This is an optimization exercise on Yosys and OpenROAD, whose aim is small area, a short achievable clock period and few clock cycles, not a production implementation. Function was checked by simulation only, so behaviour that the tests miss may differ from the original.

===== design/flow/design.v =====
module bitcoin_hash(
  input logic clk, reset_n, start,
  input logic [31:0] message_addr, output_addr,
  output logic done, mem_we,
  output logic [15:0] mem_addr,
  output logic [31:0] mem_write_data,
  input logic [31:0] mem_read_data);
  localparam logic [2:0] S_IDLE = 3'd0, S_W0 = 3'd1, S_B0 = 3'd2, S_IP = 3'd3,
                         S_INN = 3'd4, S_T = 3'd5, S_OUT = 3'd6, S_FIN = 3'd7;
  localparam logic [255:0] IV = {32'h6a09e667, 32'hbb67ae85, 32'h3c6ef372, 32'ha54ff53a,
                                 32'h510e527f, 32'h9b05688c, 32'h1f83d9ab, 32'h5be0cd19};
  function automatic logic [31:0] kval(input logic [5:0] idx);
    case (idx)
      6'd0: kval = 32'h428a2f98;
      6'd1: kval = 32'h71374491;
      6'd2: kval = 32'hb5c0fbcf;
      6'd3: kval = 32'he9b5dba5;
      6'd4: kval = 32'h3956c25b;
      6'd5: kval = 32'h59f111f1;
      6'd6: kval = 32'h923f82a4;
      6'd7: kval = 32'hab1c5ed5;
      6'd8: kval = 32'hd807aa98;
      6'd9: kval = 32'h12835b01;
      6'd10: kval = 32'h243185be;
      6'd11: kval = 32'h550c7dc3;
      6'd12: kval = 32'h72be5d74;
      6'd13: kval = 32'h80deb1fe;
      6'd14: kval = 32'h9bdc06a7;
      6'd15: kval = 32'hc19bf174;
      6'd16: kval = 32'he49b69c1;
      6'd17: kval = 32'hefbe4786;
      6'd18: kval = 32'h0fc19dc6;
      6'd19: kval = 32'h240ca1cc;
      6'd20: kval = 32'h2de92c6f;
      6'd21: kval = 32'h4a7484aa;
      6'd22: kval = 32'h5cb0a9dc;
      6'd23: kval = 32'h76f988da;
      6'd24: kval = 32'h983e5152;
      6'd25: kval = 32'ha831c66d;
      6'd26: kval = 32'hb00327c8;
      6'd27: kval = 32'hbf597fc7;
      6'd28: kval = 32'hc6e00bf3;
      6'd29: kval = 32'hd5a79147;
      6'd30: kval = 32'h06ca6351;
      6'd31: kval = 32'h14292967;
      6'd32: kval = 32'h27b70a85;
      6'd33: kval = 32'h2e1b2138;
      6'd34: kval = 32'h4d2c6dfc;
      6'd35: kval = 32'h53380d13;
      6'd36: kval = 32'h650a7354;
      6'd37: kval = 32'h766a0abb;
      6'd38: kval = 32'h81c2c92e;
      6'd39: kval = 32'h92722c85;
      6'd40: kval = 32'ha2bfe8a1;
      6'd41: kval = 32'ha81a664b;
      6'd42: kval = 32'hc24b8b70;
      6'd43: kval = 32'hc76c51a3;
      6'd44: kval = 32'hd192e819;
      6'd45: kval = 32'hd6990624;
      6'd46: kval = 32'hf40e3585;
      6'd47: kval = 32'h106aa070;
      6'd48: kval = 32'h19a4c116;
      6'd49: kval = 32'h1e376c08;
      6'd50: kval = 32'h2748774c;
      6'd51: kval = 32'h34b0bcb5;
      6'd52: kval = 32'h391c0cb3;
      6'd53: kval = 32'h4ed8aa4a;
      6'd54: kval = 32'h5b9cca4f;
      6'd55: kval = 32'h682e6ff3;
      6'd56: kval = 32'h748f82ee;
      6'd57: kval = 32'h78a5636f;
      6'd58: kval = 32'h84c87814;
      6'd59: kval = 32'h8cc70208;
      6'd60: kval = 32'h90befffa;
      6'd61: kval = 32'ha4506ceb;
      6'd62: kval = 32'hbef9a3f7;
      6'd63: kval = 32'hc67178f2;
      default: kval = 32'h0;
    endcase
  endfunction
  function automatic logic [31:0] rotr(input logic [31:0] x, input int k);
    rotr = (x >> k) | (x << (32 - k));
  endfunction
  logic [2:0]  ph;
  logic [6:0]  c;
  logic [3:0]  n;
  logic [31:0] sa, sb, sc, sd, se, sf, sg, sh;
  logic [31:0] p;
  logic [31:0] w [0:15];
  logic [31:0] mid [0:7];
  logic [15:0] hptr, oaddr;
  logic [31:0] bs0, bs1, ch, maj;
  logic [31:0] x1, y1, x2, y2, x3, y3, x4, y4;
  logic [31:0] newA, newE;
  assign bs1 = rotr(se, 6) ^ rotr(se, 11) ^ rotr(se, 25);
  assign ch  = (se & sf) ^ (~se & sg);
  assign bs0 = rotr(sa, 2) ^ rotr(sa, 13) ^ rotr(sa, 22);
  assign maj = (sa & sb) ^ (sa & sc) ^ (sb & sc);
  assign x1 = p ^ bs1 ^ ch;
  assign y1 = ((p & bs1) | (p & ch) | (bs1 & ch)) << 1;
  assign x2 = sd ^ x1 ^ y1;
  assign y2 = ((sd & x1) | (sd & y1) | (x1 & y1)) << 1;
  assign newE = x2 + y2;
  assign x3 = bs0 ^ x1 ^ y1;
  assign y3 = ((bs0 & x1) | (bs0 & y1) | (x1 & y1)) << 1;
  assign x4 = maj ^ x3 ^ y3;
  assign y4 = ((maj & x3) | (maj & y3) | (x3 & y3)) << 1;
  assign newA = x4 + y4;
  logic [31:0] ss0, ss1, u1, v1, u2, v2, sched;
  assign ss0 = rotr(w[1], 7) ^ rotr(w[1], 18) ^ (w[1] >> 3);
  assign ss1 = rotr(w[14], 17) ^ rotr(w[14], 19) ^ (w[14] >> 10);
  assign u1 = w[0] ^ w[9] ^ ss0;
  assign v1 = ((w[0] & w[9]) | (w[0] & ss0) | (w[9] & ss0)) << 1;
  assign u2 = u1 ^ v1 ^ ss1;
  assign v2 = ((u1 & v1) | (u1 & ss1) | (v1 & ss1)) << 1;
  assign sched = u2 + v2;
  logic [31:0] px, pk, pu, pv;
  assign px = (c == 7'd1) ? sh : ((ph == S_OUT && c == 7'd65) ? mid[7] : sg);
  assign pk = kval(c[5:0] - 6'd1);
  assign pu = px ^ pk ^ w[15];
  assign pv = ((px & pk) | (px & w[15]) | (pk & w[15])) << 1;
  logic [31:0] dsum [0:7];
  assign dsum[0] = mid[0] + sa;
  assign dsum[1] = mid[1] + sb;
  assign dsum[2] = mid[2] + sc;
  assign dsum[3] = mid[3] + sd;
  assign dsum[4] = mid[4] + se;
  assign dsum[5] = mid[5] + sf;
  assign dsum[6] = mid[6] + sg;
  assign dsum[7] = mid[7] + sh;
  logic [31:0] src;
  always_comb begin
    src = sched;
    case (ph)
      S_B0: if (c <= 7'd15) src = mem_read_data;
      S_IP: src = mem_read_data;
      S_INN: begin
        if (c == 7'd2) src = mem_read_data;
        else if (c == 7'd3) src = {28'd0, n};
        else if (c == 7'd4) src = 32'h80000000;
        else if (c <= 7'd14) src = 32'd0;
        else if (c == 7'd15) src = 32'd640;
      end
      S_T: src = w[8];
      S_OUT: begin
        if (c <= 7'd7) src = w[8];
        else if (c == 7'd8) src = 32'h80000000;
        else if (c <= 7'd14) src = 32'd0;
        else if (c == 7'd15) src = 32'd256;
        else if (c >= 7'd64) src = mem_read_data;
      end
      default: ;
    endcase
  end
  logic rnd;
  assign rnd = ((ph == S_B0) && (c >= 7'd2)) || (ph == S_INN) || (ph == S_OUT);
  always_ff @(posedge clk) begin
    p <= pu + pv;
    for (int i = 0; i < 15; i++) w[i] <= w[i+1];
    w[15] <= src;
    if (ph == S_T && c == 7'd0) begin
      w[15] <= dsum[0];
      for (int i = 1; i < 8; i++) w[7+i] <= dsum[i];
    end
    if (ph == S_OUT && c == 7'd65) w[13] <= newA;
    if ((ph == S_IP) && (c == 7'd0)) begin
      for (int i = 0; i < 8; i++) mid[i] <= dsum[i];
    end
    if (ph == S_OUT && c == 7'd65) begin
      {sa, sb, sc, sd, se, sf, sg, sh} <= {mid[0], mid[1], mid[2], mid[3], mid[4], mid[5], mid[6], mid[7]};
    end else if (rnd) begin
      sa <= newA; sb <= sa; sc <= sb; sd <= sc;
      se <= newE; sf <= se; sg <= sf; sh <= sg;
    end else if ((ph == S_IP) && (c == 7'd0)) begin
      {sa, sb, sc, sd, se, sf, sg, sh} <= {dsum[0], dsum[1], dsum[2], dsum[3], dsum[4], dsum[5], dsum[6], dsum[7]};
    end else if ((ph == S_T) && (c == 7'd0)) begin
      {sa, sb, sc, sd, se, sf, sg, sh} <= IV;
    end
    mem_we <= 1'b0;
    case (ph)
      S_W0: begin
        mem_addr <= mem_addr + 16'd1;
        ph <= S_B0;
        c <= 7'd0;
      end
      S_B0: begin
        if (c <= 7'd14 || c == 7'd65) mem_addr <= mem_addr + 16'd1;
        if (c == 7'd65) begin
          hptr <= mem_addr;
          ph <= S_IP;
          c <= 7'd0;
        end else c <= c + 7'd1;
      end
      S_IP: begin
        if (c == 7'd0) begin
          mem_addr <= mem_addr + 16'd1;
          c <= 7'd1;
        end else begin
          ph <= S_INN;
          c <= 7'd2;
        end
      end
      S_INN: begin
        if (c == 7'd2 && n != 4'd0) begin
          mem_addr <= oaddr;
          mem_we <= 1'b1;
          mem_write_data <= w[13] + IV[255:224];
          oaddr <= oaddr + 16'd1;
        end
        if (c == 7'd3) mem_addr <= hptr;
        if (c == 7'd65) begin
          ph <= S_T;
          c <= 7'd0;
        end else c <= c + 7'd1;
      end
      S_T: begin
        if (c == 7'd0) c <= 7'd1;
        else begin
          ph <= S_OUT;
          c <= 7'd2;
        end
      end
      S_OUT: begin
        if (c == 7'd63 || c == 7'd64) mem_addr <= mem_addr + 16'd1;
        if (c == 7'd65) begin
          if (n == 4'd15) ph <= S_FIN;
          else begin
            ph <= S_INN;
            n <= n + 4'd1;
          end
          c <= 7'd2;
        end else c <= c + 7'd1;
      end
      S_FIN: begin
        mem_addr <= oaddr;
        mem_we <= 1'b1;
        mem_write_data <= w[13] + IV[255:224];
        done <= 1'b1;
        ph <= S_IDLE;
      end
      default: ;
    endcase
    if (start) begin
      ph <= S_W0;
      done <= 1'b0;
      mem_we <= 1'b0;
      n <= 4'd0;
      mem_addr <= message_addr[15:0];
      oaddr <= output_addr[15:0];
      {sa, sb, sc, sd, se, sf, sg, sh} <= IV;
      for (int i = 0; i < 8; i++) mid[i] <= IV[255 - 32*i -: 32];
    end
    if (!reset_n) begin
      ph <= S_IDLE;
      done <= 1'b0;
      mem_we <= 1'b0;
    end
  end
endmodule

===== design/flow/run.sh =====
#!/bin/bash
# synth_recipe.tcl (not shown) runs the flow's synth.tcl, then flattens the netlist and writes it again
# the make line also repeats each setting of config.mk as NAME=value (left out here)
make -C /OpenROAD-flow-scripts/flow DESIGN_CONFIG=/design/flow/config.mk WORK_HOME=/design/flow/orfs CLKGATE_MAP_FILE= SYNTH_SCRIPT=/design/flow/synth_recipe.tcl finish

===== design/flow/config.mk =====
export PLATFORM = sky130hd
export DESIGN_NAME = bitcoin_hash
export DESIGN_NICKNAME = bitcoin_hash
export VERILOG_FILES = /design/flow/design.v
export SDC_FILE = /design/flow/constraint.sdc
export NUM_CORES = 4
export LEC_CHECK = 0
export CAP_MARGIN = 20
export CORE_MARGIN = 2
export CORE_UTILIZATION = 40
export SLEW_MARGIN = 20

===== design/flow/constraint.sdc =====
create_clock -name core_clock -period 10.0 [get_ports {clk}]
set_input_delay 2.0000 -clock core_clock [delete_from_list [all_inputs] [get_ports {clk}]]
set_output_delay 2.0000 -clock core_clock [all_outputs]
set_load 0.01 [all_outputs]

==> results.json <==
{
  "cts_made_buffers": 138,
  "tritoncts": "yes",
  "finalWeightedCongestion": 0.9852,
  "crit_path_max_fanout": 67,
  "synth_top_family_by_area": "compound AO/OA/AOI/OAI gates",
  "fmax_ghz": 0.1334,
  "final.min_clock_period_ns": 7.495,
  "cp.arrival_ns": 8.20,
  "numPortBuffers": 116,
  "final.hold.worst_slack_ns": 0.3220,
  "synth.ff_latch_count": 1152,
  "detail_route.iter0.violations": 7687,
  "yosys.area_share.adder_pct": 13.43,
  "hold_violations": 0,
  "end_kind": "flop",
  "dieHeight_um": 424.0,
  "drt-wirelength-per-cell_um": 27.27,
  "tritoncts_num_sinks": 1152,
  "globalRouteTotalUtil_pct": 31.86,
  "post_cts.repair.setup_buffers": 0,
  "first_pass_iters": 8,
  "globalRouteOverflowTotal": 0,
  "timing_worst_slew_pin_value_ns": 1.304,
  "detail-route-antenna-nets": 0,
  "drt_total_wl_um": 295400,
  "worst_setup_hold_path_clk_slew_ns": 0.06,
  "timing.final.setup_violations": 0,
  "synthesis.nets": 9232,
  "synth_xor_xnor_area_share_pct": 8.036,
  "holdCritPathClass": "flop to flop",
  "layout-drive-gt1-share_pct": 5.186,
  "syn-instance-count": 8513,
  "synth_simple_gate_area_share_pct": 14.70,
  "sequential_fraction_of_the_synthesis_area_pct": 33.92,
  "status": "finished clean",
  "synth-main-ff-cell": "sky130_fd_sc_hd__dfxtp_1",
  "synth.area.mux_share_pct": 0.8495,
  "layout.nets": 9094,
  "post_cts_hold_buffer_count": 0,
  "grt_pass1_vias": 61060,
  "postSynth.asyncResetShare_pct": 0,
  "synthesis.area_sq_um": 70550,
  "crit_type": "flop to flop",
  "slew_headroom_pct": 13.07,
  "layout.cells.most_common": "sky130_fd_sc_hd__nand2_1",
  "design.die.area_sq_um": 179700,
  "post-route-drc-count": 0,
  "floorplan.initialDensity_pct": 40.15,
  "most_used_cells_in_the_layout_excluding_fill_and_tap_cells": "sky130_fd_sc_hd__nand2_1, sky130_fd_sc_hd__dfxtp_1, sky130_fd_sc_hd__a21oi_1, sky130_fd_sc_hd__o21ai_0, sky130_fd_sc_hd__nor2_1",
  "core_area_sq_um": 175700,
  "post_cts.resized_instances": 0,
  "grt_antenna_before_repair": 19,
  "grt_pass1_wl_um": 423300,
  "synth-compound-area-share_pct": 24.16,
  "postSynthAreaPerCell_sq_um": 8.287,
  "report.final.slew_viol_count": 0,
  "timing.max_cap.violations": 0,
  "die_x_um": 424.0,
  "io-pin-count": 149,
  "synth_warnings": 4,
  "cts_htree_levels": 4,
  "cts_root_buf": "sky130_fd_sc_hd__clkbuf_16",
  "grt_max_degree": 185,
  "maximum_root_to_sink_buffer_count": 3,
  "clk_latency_ns": 0.86,
  "edff_count_synth": 87,
  "finalSetupTns_ns": 0,
  "synth_cell_type_count": 101,
  "routed-via-count": 65560,
  "area_growth_pct": 11.35,
  "worst-endpoint-required_ns": 10.70,
  "worst_setup_path_start_kind": "flop",
  "timing.final.crit_share_pct": 74.95,
  "floorplan.rows": 154,
  "place_hpwl_um": 218400,
  "viasPerCell": 6.053,
  "grt_setup_unrepaired": "false",
  "final.setup_skew_ns": 0.06026
}
[flip-flops by register name (all words and copies together) (netlist names), 32 cells and up]
name and count:
sb 32, se 32, sf 32, mid 256, w 512, sa 32, sh 32, sg 32
sd 32, mem_write_data 32, p 32, sc 32
[synthesized netlist by cell type (45+ instances only)]
cell type	n	area, sq um
sky130_fd_sc_hd__buf_1	45	168.9
sky130_fd_sc_hd__mux2i_1	52	520.5
sky130_fd_sc_hd__ha_1	395	4942
sky130_fd_sc_hd__and3_1	45	281.5
sky130_fd_sc_hd__a211oi_1	91	683.2
sky130_fd_sc_hd__o221ai_1	103	902.1
sky130_fd_sc_hd__a21o_1	208	1562
sky130_fd_sc_hd__fa_1	225	4504
sky130_fd_sc_hd__nand2b_1	66	412.9
sky130_fd_sc_hd__clkbuf_1	410	1539
sky130_fd_sc_hd__edfxtp_1	87	2613
sky130_fd_sc_hd__inv_1	383	1438
sky130_fd_sc_hd__a221oi_1	101	884.6
sky130_fd_sc_hd__o21a_1	76	570.6
sky130_fd_sc_hd__xor2_1	223	1953
sky130_fd_sc_hd__o22ai_1	56	350.3
sky130_fd_sc_hd__buf_2	58	290.3
sky130_fd_sc_hd__dfxtp_1	1065	21320
sky130_fd_sc_hd__xnor2_1	418	3661
sky130_fd_sc_hd__o211ai_1	68	510.5
sky130_fd_sc_hd__nand3_1	128	640.6
sky130_fd_sc_hd__o21bai_1	45	337.8
sky130_fd_sc_hd__nor2b_1	58	362.9
sky130_fd_sc_hd__nor2_1	667	2504
sky130_fd_sc_hd__a21oi_1	775	3879
sky130_fd_sc_hd__nand2_1	1192	4474
sky130_fd_sc_hd__o31ai_1	45	337.8
sky130_fd_sc_hd__o21ai_0	707	3538
sky130_fd_sc_hd__a31oi_1	85	531.8
sky130_fd_sc_hd__nor3_1	106	530.5
[area by class of cell]
type                            count  area, sq um
Fill cell                       17250        97180
Multi-Input combinational cell   6461        43350
Sequential cell                  1152        23930
Clock buffer                      188         3841
Tap cell                         2340         2928
Timing Repair Buffer              235         2172
Inverter                          387         1460
Clock inverter                     62        849.6
Antenna cell                        6        15.01
[kinds of logic after synthesis]
kind of cell | count (synthesis)
xor gates and xnor gates | 644
buffers and inverters | 900
muxes | 59
and+or+nand+nor | 2437
DFF | 1152
AOI/OAI and AO/OA | 2698
adders and majority gates | 623
[path summary, 6_finish.rpt]
kind | start | endpoint | slack [ns] | cells after the start
min reg2reg | w[3][16] | w[2][16] | 0.32 | 0
max | c[1] | p[31] | 2.50 | 25
min | w[3][16] | w[2][16] | 0.32 | 0
max reg2reg | c[1] | p[31] | 2.50 | 25
[stage by stage]
stage	area (sq um)	instances	utilization (%)	setup WS [ns]
finish	78550	10830	44.70	2.505
global route	78540	10830	44.69	1.944
CTS	78540	10830	44.69	2.550
detailed placement	73850	10580	42.02	2.572
global placement	73840	10580	42.02	2.670
floorplan	70550	8513	-	3.754
[layer usage]
layer,up-vias,global-route usage (%),routed length [um]
met4,18,17.79,18730
met5,-,0,122
met2,3321,48.45,127100
li1,29660,-,-
met1,31850,42.19,121500
met3,714,6.337,27890
[critical path: stages, from the launching register on]
cell and delay [ns]:
sky130_fd_sc_hd__edfxtp_1 0.80, sky130_fd_sc_hd__clkinv_1 0.51, sky130_fd_sc_hd__ha_1 0.38, sky130_fd_sc_hd__ha_4 0.72, sky130_fd_sc_hd__buf_4 0.57, sky130_fd_sc_hd__ha_1 0.43, sky130_fd_sc_hd__nand2_1 0.09, sky130_fd_sc_hd__o21ai_0 0.09
sky130_fd_sc_hd__a21oi_1 0.09, sky130_fd_sc_hd__a21oi_1 0.33, sky130_fd_sc_hd__fa_1 0.47, sky130_fd_sc_hd__inv_1 0.07, sky130_fd_sc_hd__ha_1 0.19, sky130_fd_sc_hd__inv_1 0.07, sky130_fd_sc_hd__fa_1 0.47, sky130_fd_sc_hd__nor2b_1 0.16
sky130_fd_sc_hd__o31a_1 0.19, sky130_fd_sc_hd__o311a_1 0.28, sky130_fd_sc_hd__o311ai_1 0.18, sky130_fd_sc_hd__a21oi_1 0.33, sky130_fd_sc_hd__o21ai_1 0.13, sky130_fd_sc_hd__a21boi_1 0.20, sky130_fd_sc_hd__o22ai_1 0.14, sky130_fd_sc_hd__o21bai_1 0.18
sky130_fd_sc_hd__a21oi_1 0.10, sky130_fd_sc_hd__xnor2_1 0.12
Testbench counts, summed over its fixed seeds: cycles 77,472.

==> separate check: timing with driven ports <==
How much do the figures lean on ideal ports? The routed layout below was timed once more, with nothing changed but the port constraints. Step 1: set_driving_cell puts a clkbuf_16 on clk and a buf_2 on each other input, an assumption about the parent block. Step 2 adds t to the input delays and takes it off the output delays; t is the mean of the earliest and latest rising clock arrival at the registers after step 1. Input paths then give back, and output paths get back, about the clock's delay inside the block. a / b / c = ideal ports / drivers / drivers and shift; a / b = the first two.
t (ns): 0.921
slack for setup (ns): 2.505 / 2.505 / 2.505
hold slack, ns: 0.322 / 0.322 / 0.322
worst register clock-pin slew, ns: 0.07 / 0.07
worst data-port slew with drivers (ns): 0.09
After both steps setup and hold are still met in this run. For this run, drivers alone change the setup slack by 0.000 ns; drivers and shift together by 0.000 ns.
